This is an optimization exercise on Yosys and OpenROAD, whose aim is small area, not a production implementation.
In this exercise RTL edits were held to simulation tests only and were not proved equivalent to the original.
Power figures rest on the tool's default switching activity, not on a simulated workload.

Setup of oak:
==> flow/design.v <==
module Sel7(
	input  logic [3:0] pn,
	input  logic [1:0] qn,
	output logic [6:0] y
	);
always_comb
	for (int k = 0; k < 7; k = k + 1)
		y[k] = !(pn[k % 4] || qn[k / 4]);
endmodule
module Pre7(
	input  logic [2:0] a,
	input  logic en,
	output logic [3:0] pn,
	output logic [1:0] qn
	);
always_comb begin
	for (int j = 0; j < 4; j = j + 1)
		pn[j] = a[1:0] != j;
	qn[0] = !(en && !a[2]);
	qn[1] = !(en && a[2]);
end
endmodule
module RegFile(
	input  logic clock,
	input  logic [15:0] wdata,
	input  logic [2:0] waddr,
	input  logic write,
	input  logic [2:0] raddr_a,
	output logic [15:0] rdata_a,
	input  logic [2:0] raddr_b0,    
	input  logic [2:0] raddr_b1,    
	input  logic sel_b1,
	input  logic en_b,
	output logic [15:0] rdata_b
	);
logic [6:0][15:0] x;
logic [1:0][6:0] we, sa, sb;
logic [2:0] raddr_b;
assign raddr_b = sel_b1 ? raddr_b1 : raddr_b0;
logic [3:0] wpn, apn, bpn;
logic [1:0] wqn, aqn, bqn;
Pre7 wpre(.a(waddr), .en(write), .pn(wpn), .qn(wqn));
Pre7 apre(.a(raddr_a), .en(1'b1), .pn(apn), .qn(aqn));
Pre7 bpre(.a(raddr_b), .en(en_b), .pn(bpn), .qn(bqn));
genvar h, k;
generate for (h = 0; h < 2; h = h + 1) begin : half
	Sel7 wdec(.pn(wpn), .qn(wqn), .y(we[h]));
	Sel7 adec(.pn(apn), .qn(aqn), .y(sa[h]));
	Sel7 bdec(.pn(bpn), .qn(bqn), .y(sb[h]));
	for (k = 0; k < 7; k = k + 1) begin : regs
		always_ff @(posedge clock)
			if (we[h][k]) x[k][8*h +: 8] <= wdata[8*h +: 8];
	end
	logic [55:0] ta, tb;    
	for (k = 0; k < 7; k = k + 1) begin : terms
		assign ta[8*k +: 8] = x[k][8*h +: 8] & {8{sa[h][k]}};
		assign tb[8*k +: 8] = x[k][8*h +: 8] & {8{sb[h][k]}};
	end
	assign rdata_a[8*h +: 8] = ta[7:0] | ta[15:8] | ta[23:16] | ta[31:24] |
	                           ta[39:32] | ta[47:40] | ta[55:48];
	assign rdata_b[8*h +: 8] = tb[7:0] | tb[15:8] | tb[23:16] | tb[31:24] |
	                           tb[39:32] | tb[47:40] | tb[55:48];
end endgenerate
endmodule
module ALU(
	input  logic [15:0] a,
	input  logic [15:0] b,
	input  logic sub,
	output logic [15:0] sum
	);
logic [15:0] bx;
logic [16:0] c;      
logic [15:0] s0;     
logic [15:0] p;      
logic c6, c11;       
assign bx = b ^ {16{sub}};
genvar i;
generate for (i = 0; i < 16; i = i + 1) begin : add
	logic ci;
	if (i == 0)                 assign ci = sub;
	else if (i == 6 || i == 11) assign ci = 1'b0;
	else                        assign ci = c[i];
	assign s0[i] = a[i] ^ bx[i] ^ ci;
	assign c[i+1] = (a[i] & bx[i]) | (a[i] & ci) | (bx[i] & ci);
	if (i == 6 || i == 11) assign p[i] = 1'b1;
	else if (i > 6)        assign p[i] = p[i-1] & s0[i-1];
	else                   assign p[i] = 1'b0;
end endgenerate
assign c6  = c[6];
assign c11 = c[11] | (c6 & p[10] & s0[10]);
assign sum[5:0]   = s0[5:0];
assign sum[10:6]  = s0[10:6]  ^ (p[10:6]  & {5{c6}});
assign sum[15:11] = s0[15:11] ^ (p[15:11] & {5{c11}});
endmodule
module Control(
	input  logic [3:0] opcode,
	output logic is_ld,      
	output logic is_st,      
	output logic is_b,       
	output logic is_cbz,     
	output logic regwrite,   
	output logic ld_data,    
	output logic is_andi,    
	output logic sub,        
	output logic useimm,     
	output logic b_en,       
	output logic b_rt,       
	output logic b_keep      
	);
always_comb begin
	is_ld    = opcode == 4'd5;
	is_st    = opcode == 4'd6;
	is_b     = opcode == 4'd4;
	is_cbz   = opcode == 4'd7;
	regwrite = opcode == 4'd0 || opcode == 4'd1 || opcode == 4'd5 ||
	           opcode == 4'd8 || opcode == 4'd9 || opcode == 4'd10;
	ld_data  = opcode[2];
	is_andi  = opcode[3] & opcode[0];
	sub      = opcode[3] ? opcode[1] : (opcode[0] & ~opcode[2]);
	useimm   = opcode[3] ? ~opcode[0] : opcode[2];
	b_en     = ~opcode[3] & ~(opcode[2] & opcode[0]);
	b_rt     = opcode[1];
	b_keep   = ~opcode[2];
end
endmodule
module PCLogic(
	input  logic clock,
	input  logic reset,
	input  logic taken,
	input  logic [14:0] simm,
	output logic [14:0] pc
	);
logic [14:0] inc;
logic [14:0] nxt;
logic [15:0] c;
assign inc = taken ? simm : 15'd1;
assign c[0] = 1'b0;
genvar i;
generate for (i = 0; i < 15; i = i + 1) begin : add
	assign nxt[i] = pc[i] ^ inc[i] ^ c[i];
	assign c[i+1] = (pc[i] & inc[i]) | (pc[i] & c[i]) | (inc[i] & c[i]);
end endgenerate
always_ff @(posedge clock)
	if (reset) pc <= 15'd0;
	else       pc <= nxt;
endmodule
module LEGLiteSingle(
	iaddr,		 
	daddr,		 
	dwrite,		 
	dread,		 
	dwdata,		 
	alu_out,	 
	clock,
	idata,		 
	ddata,		 
	reset,
	probe
	);
output [15:0] iaddr;
output [15:0] daddr;
output dwrite;
output dread;
output [15:0] dwdata;
output [15:0] alu_out;
input clock;
input [15:0] idata;
input [15:0] ddata;
input reset;
output [15:0] probe;
wire [15:0] simm = {{10{idata[11]}}, idata[11:6]};
assign probe = simm;
wire is_ld, is_st, is_b, is_cbz, regwrite, ld_data, is_andi, sub, useimm, b_en, b_rt, b_keep;
Control ctrl(
	.opcode(idata[15:12]),
	.is_ld(is_ld), .is_st(is_st), .is_b(is_b), .is_cbz(is_cbz),
	.regwrite(regwrite), .ld_data(ld_data), .is_andi(is_andi), .sub(sub),
	.useimm(useimm), .b_en(b_en), .b_rt(b_rt), .b_keep(b_keep)
	);
assign dread = is_ld;
assign dwrite = is_st;
wire [15:0] rda, rdb, wd;
RegFile rf(
	.clock(clock),
	.wdata(wd), .waddr(idata[2:0]), .write(regwrite),
	.raddr_a(idata[5:3]), .rdata_a(rda),
	.raddr_b0(idata[11:9]), .raddr_b1(idata[2:0]), .sel_b1(b_rt), .en_b(b_en), .rdata_b(rdb)
	);
assign dwdata = rdb;
wire [15:0] amask = simm | {16{~is_andi}};
wire [15:0] opa = rda & amask;
wire [15:0] simmg = simm & {16{useimm}};
wire [15:0] opb = (rdb & {16{b_keep}}) | simmg;
wire [15:0] sum;
ALU alu(.a(opa), .b(opb), .sub(sub), .sum(sum));
assign daddr = sum;
assign alu_out = sum;
assign wd = ld_data ? ddata : sum;
wire zero = ~|opa;    
wire taken = is_b | (is_cbz & zero);
wire [14:0] pc;
PCLogic pcl(.clock(clock), .reset(reset), .taken(taken), .simm(simm[14:0]), .pc(pc));
assign iaddr = {pc, 1'b0};
endmodule
==> flow/config.mk <==
export PLATFORM = sky130hd
export DESIGN_NAME = LEGLiteSingle
export DESIGN_NICKNAME = LEGLiteSingle
export VERILOG_FILES = /design/flow/design.v
export SDC_FILE = /design/flow/constraint.sdc
export NUM_CORES = 4
export LEC_CHECK = 0
export CAP_MARGIN = 10
export CORE_MARGIN = 2
export CORE_UTILIZATION = 50
export GPL_TIMING_DRIVEN = 0
export SLEW_MARGIN = 10
==> flow/constraint.sdc <==
create_clock -name core_clock -period 12.0 [get_ports {clock}]
set_input_delay 2.4000 -clock core_clock [delete_from_list [all_inputs] [get_ports {clock}]]
set_output_delay 2.4000 -clock core_clock [all_outputs]
set_load 0.01 [all_outputs]
standard.sh (not shown) runs the stock make flow with config.mk's settings and CLKGATE_MAP_FILE= SYNTH_SCRIPT=/design/flow/synth_recipe.tcl, a recipe that flattens the netlist after the stock synthesis.
==> flow/flow/run.sh <==
#!/bin/bash
# Layout flow: the standard layout (standard.sh), except that synthesis maps
# the combinational logic with an area-oriented ABC script (flow/abc.script)
# and keeps the decoder stage Sel7 apart, so that its two copies per
# port stay.
# Registers, their names and cell types are as in the standard synthesis.
# The floorplan removes the buffers synthesis put on pass-through wires
# (REMOVE_ABC_BUFFERS); placement then buffers every port as usual.
set -euo pipefail
W=$(pwd)
F=$(cd "$(dirname "${BASH_SOURCE[0]}")" && pwd)

# ORFS's synth.tcl with the ABC script replaced
sed '/synth_preamble.tcl/a lset abc_args 1 '"$F"'/abc.script' \
    "$FLOW_HOME/scripts/synth.tcl" > "$W/area_synth.tcl"
grep -q "lset abc_args 1" "$W/area_synth.tcl"
# The standard flow's synthesis wrapper, sourcing the copy above
sed 's#source \$::env(SCRIPTS_DIR)/synth.tcl#source '"$W"'/area_synth.tcl#' \
    "$W/synth_recipe.tcl" > "$W/area_synth_recipe.tcl"
grep -q "area_synth.tcl" "$W/area_synth_recipe.tcl"
# standard.sh with that synthesis script
sed -E 's#SYNTH_SCRIPT=[^ ]+#SYNTH_SCRIPT='"$W"'/area_synth_recipe.tcl#' \
    "$W/standard.sh" > "$W/area_standard.sh"
grep -q "area_synth_recipe.tcl" "$W/area_standard.sh"

# port buffers: the smallest buffer; no dummy clock-tree loads
export BUFFER_PORTS_ARGS="-buffer_cell sky130_fd_sc_hd__buf_1"
export CTS_ARGS="-sink_clustering_enable -repair_clock_nets -dont_use_dummy_load -sink_clustering_size 8 -buf_list {sky130_fd_sc_hd__clkbuf_4} -root_buf sky130_fd_sc_hd__clkbuf_4"
# repair with small buffers (and upsizing) rather than 6x-16x buffers:
# the platform's don't-use cells plus the large buffers
DU=$(make -s -C "$FLOW_HOME" DESIGN_CONFIG="$W/config.mk" WORK_HOME="$W/orfs" print-DONT_USE_CELLS | sed -n 's/^DONT_USE_CELLS: //p')
[ -n "$DU" ]
DU="$DU sky130_fd_sc_hd__buf_6 sky130_fd_sc_hd__buf_8 sky130_fd_sc_hd__buf_12 sky130_fd_sc_hd__buf_16"
bash "$W/area_standard.sh" "DONT_USE_CELLS=$DU" "SYNTH_KEEP_MODULES=Sel7" REMOVE_ABC_BUFFERS=1 finish > "$W/make_finish.log" 2>&1 || { tail -50 "$W/make_finish.log"; exit 1; }
tail -5 "$W/make_finish.log"
==> flow/flow/abc.script <==
strash
&get -n
&fraig -x
&put
scorr
dc2
strash
&get -n
&dch -f
&nf -p -R 1000 -C 32
&put
oak went all the way through the flow, and no timing, DRC or antenna check failed.
Input changes introduced in pine (baseline for comparison: oak):
--- a/flow/design.v
+++ b/flow/design.v
@@ -27,24 +27,23 @@
 	input  logic write,
 	input  logic [2:0] raddr_a,
 	output logic [15:0] rdata_a,
 	input  logic [2:0] raddr_b0,    
 	input  logic [2:0] raddr_b1,    
 	input  logic sel_b1,
-	input  logic en_b,
 	output logic [15:0] rdata_b
 	);
 logic [6:0][15:0] x;
 logic [1:0][6:0] we, sa, sb;
 logic [2:0] raddr_b;
 assign raddr_b = sel_b1 ? raddr_b1 : raddr_b0;
 logic [3:0] wpn, apn, bpn;
 logic [1:0] wqn, aqn, bqn;
 Pre7 wpre(.a(waddr), .en(write), .pn(wpn), .qn(wqn));
 Pre7 apre(.a(raddr_a), .en(1'b1), .pn(apn), .qn(aqn));
-Pre7 bpre(.a(raddr_b), .en(en_b), .pn(bpn), .qn(bqn));
+Pre7 bpre(.a(raddr_b), .en(1'b1), .pn(bpn), .qn(bqn));
 genvar h, k;
 generate for (h = 0; h < 2; h = h + 1) begin : half
 	Sel7 wdec(.pn(wpn), .qn(wqn), .y(we[h]));
 	Sel7 adec(.pn(apn), .qn(aqn), .y(sa[h]));
 	Sel7 bdec(.pn(bpn), .qn(bqn), .y(sb[h]));
 	for (k = 0; k < 7; k = k + 1) begin : regs
@@ -69,44 +68,43 @@
 	output logic [15:0] sum
 	);
 logic [15:0] bx;
 logic [16:0] c;      
 logic [15:0] s0;     
 logic [15:0] p;      
-logic c6, c11;       
+logic cm, ch;        
 assign bx = b ^ {16{sub}};
 genvar i;
 generate for (i = 0; i < 16; i = i + 1) begin : add
 	logic ci;
-	if (i == 0)                 assign ci = sub;
-	else if (i == 6 || i == 11) assign ci = 1'b0;
-	else                        assign ci = c[i];
+	if (i == 0)                   assign ci = sub;
+	else if (i == 7 || i == 12) assign ci = 1'b0;
+	else                          assign ci = c[i];
 	assign s0[i] = a[i] ^ bx[i] ^ ci;
 	assign c[i+1] = (a[i] & bx[i]) | (a[i] & ci) | (bx[i] & ci);
-	if (i == 6 || i == 11) assign p[i] = 1'b1;
-	else if (i > 6)        assign p[i] = p[i-1] & s0[i-1];
+	if (i == 7 || i == 12) assign p[i] = 1'b1;
+	else if (i > 7)       assign p[i] = p[i-1] & s0[i-1];
 	else                   assign p[i] = 1'b0;
 end endgenerate
-assign c6  = c[6];
-assign c11 = c[11] | (c6 & p[10] & s0[10]);
-assign sum[5:0]   = s0[5:0];
-assign sum[10:6]  = s0[10:6]  ^ (p[10:6]  & {5{c6}});
-assign sum[15:11] = s0[15:11] ^ (p[15:11] & {5{c11}});
+assign cm = c[7];
+assign ch = c[12] | (cm & p[11] & s0[11]);
+assign sum[6:0]   = s0[6:0];
+assign sum[11:7]  = s0[11:7]  ^ (p[11:7]  & {5{cm}});
+assign sum[15:12] = s0[15:12] ^ (p[15:12] & {4{ch}});
 endmodule
 module Control(
 	input  logic [3:0] opcode,
 	output logic is_ld,      
 	output logic is_st,      
 	output logic is_b,       
 	output logic is_cbz,     
 	output logic regwrite,   
 	output logic ld_data,    
 	output logic is_andi,    
 	output logic sub,        
 	output logic useimm,     
-	output logic b_en,       
 	output logic b_rt,       
 	output logic b_keep      
 	);
 always_comb begin
 	is_ld    = opcode == 4'd5;
 	is_st    = opcode == 4'd6;
@@ -115,15 +113,14 @@
 	regwrite = opcode == 4'd0 || opcode == 4'd1 || opcode == 4'd5 ||
 	           opcode == 4'd8 || opcode == 4'd9 || opcode == 4'd10;
 	ld_data  = opcode[2];
 	is_andi  = opcode[3] & opcode[0];
 	sub      = opcode[3] ? opcode[1] : (opcode[0] & ~opcode[2]);
 	useimm   = opcode[3] ? ~opcode[0] : opcode[2];
-	b_en     = ~opcode[3] & ~(opcode[2] & opcode[0]);
 	b_rt     = opcode[1];
-	b_keep   = ~opcode[2];
+	b_keep   = ~opcode[3] & ~opcode[2];
 end
 endmodule
 module PCLogic(
 	input  logic clock,
 	input  logic reset,
 	input  logic taken,
@@ -167,27 +164,27 @@
 input [15:0] idata;
 input [15:0] ddata;
 input reset;
 output [15:0] probe;
 wire [15:0] simm = {{10{idata[11]}}, idata[11:6]};
 assign probe = simm;
-wire is_ld, is_st, is_b, is_cbz, regwrite, ld_data, is_andi, sub, useimm, b_en, b_rt, b_keep;
+wire is_ld, is_st, is_b, is_cbz, regwrite, ld_data, is_andi, sub, useimm, b_rt, b_keep;
 Control ctrl(
 	.opcode(idata[15:12]),
 	.is_ld(is_ld), .is_st(is_st), .is_b(is_b), .is_cbz(is_cbz),
 	.regwrite(regwrite), .ld_data(ld_data), .is_andi(is_andi), .sub(sub),
-	.useimm(useimm), .b_en(b_en), .b_rt(b_rt), .b_keep(b_keep)
+	.useimm(useimm), .b_rt(b_rt), .b_keep(b_keep)
 	);
 assign dread = is_ld;
 assign dwrite = is_st;
 wire [15:0] rda, rdb, wd;
 RegFile rf(
 	.clock(clock),
 	.wdata(wd), .waddr(idata[2:0]), .write(regwrite),
 	.raddr_a(idata[5:3]), .rdata_a(rda),
-	.raddr_b0(idata[11:9]), .raddr_b1(idata[2:0]), .sel_b1(b_rt), .en_b(b_en), .rdata_b(rdb)
+	.raddr_b0(idata[11:9]), .raddr_b1(idata[2:0]), .sel_b1(b_rt), .rdata_b(rdb)
 	);
 assign dwdata = rdb;
 wire [15:0] amask = simm | {16{~is_andi}};
 wire [15:0] opa = rda & amask;
 wire [15:0] simmg = simm & {16{useimm}};
 wire [15:0] opb = (rdb & {16{b_keep}}) | simmg;
Notes after the runs:
Comparing oak and pine, amount of wire on met2 after detailed routing is higher on oak. Delta(signed area change from the synthesized netlist to the final layout, pine - oak) < 0. Delta (pine minus oak): critical path depth rose 1, total global routing track utilization shrank by 0.69 points, share of the cycle needed by the critical path after routing up 0.61 points, normalized max-slew margin up 1.9 points, synthesized netlist cell count moved down. Taking oak as the reference, in pine number of global-route vias before repair +40, portion of total power attributed to the clock network saw a decrease. The standard cells in pine occupy less silicon area than those in oak do. Taking oak as the reference, in pine power now larger; power density over the cells moved up.

separate check: timing with driven ports:
The flow's constraints put no driver on any port. The routed layouts listed below were extracted and timed again, unchanged, in two steps. Step 1: set_driving_cell puts a clkbuf_16 on clock and a buf_2 on each other input, an assumption about the parent block. Step 2 times the ports against the registers' clock, not the clock port: input delays grow and output delays shrink by t, the midpoint of the rising clock arrivals with the driver on. Slacks: ideal / step 1 / step 2; pairs: ideal / step 1.
run	t, ns	setup WS [ns]	clock arrival spread, ns	worst register clock-pin slew, ns
oak	0.567	0.727 / 0.704 / 0.460	0.037 / 0.037	0.11 / 0.11
pine	0.556	0.653 / 0.630 / 0.630	0.026 / 0.026	0.10 / 0.10
After both steps every run listed still meets setup and hold. The setup slack of oak, which loses most, moves by -0.023 ns with the drivers and by -0.267 ns with both steps.
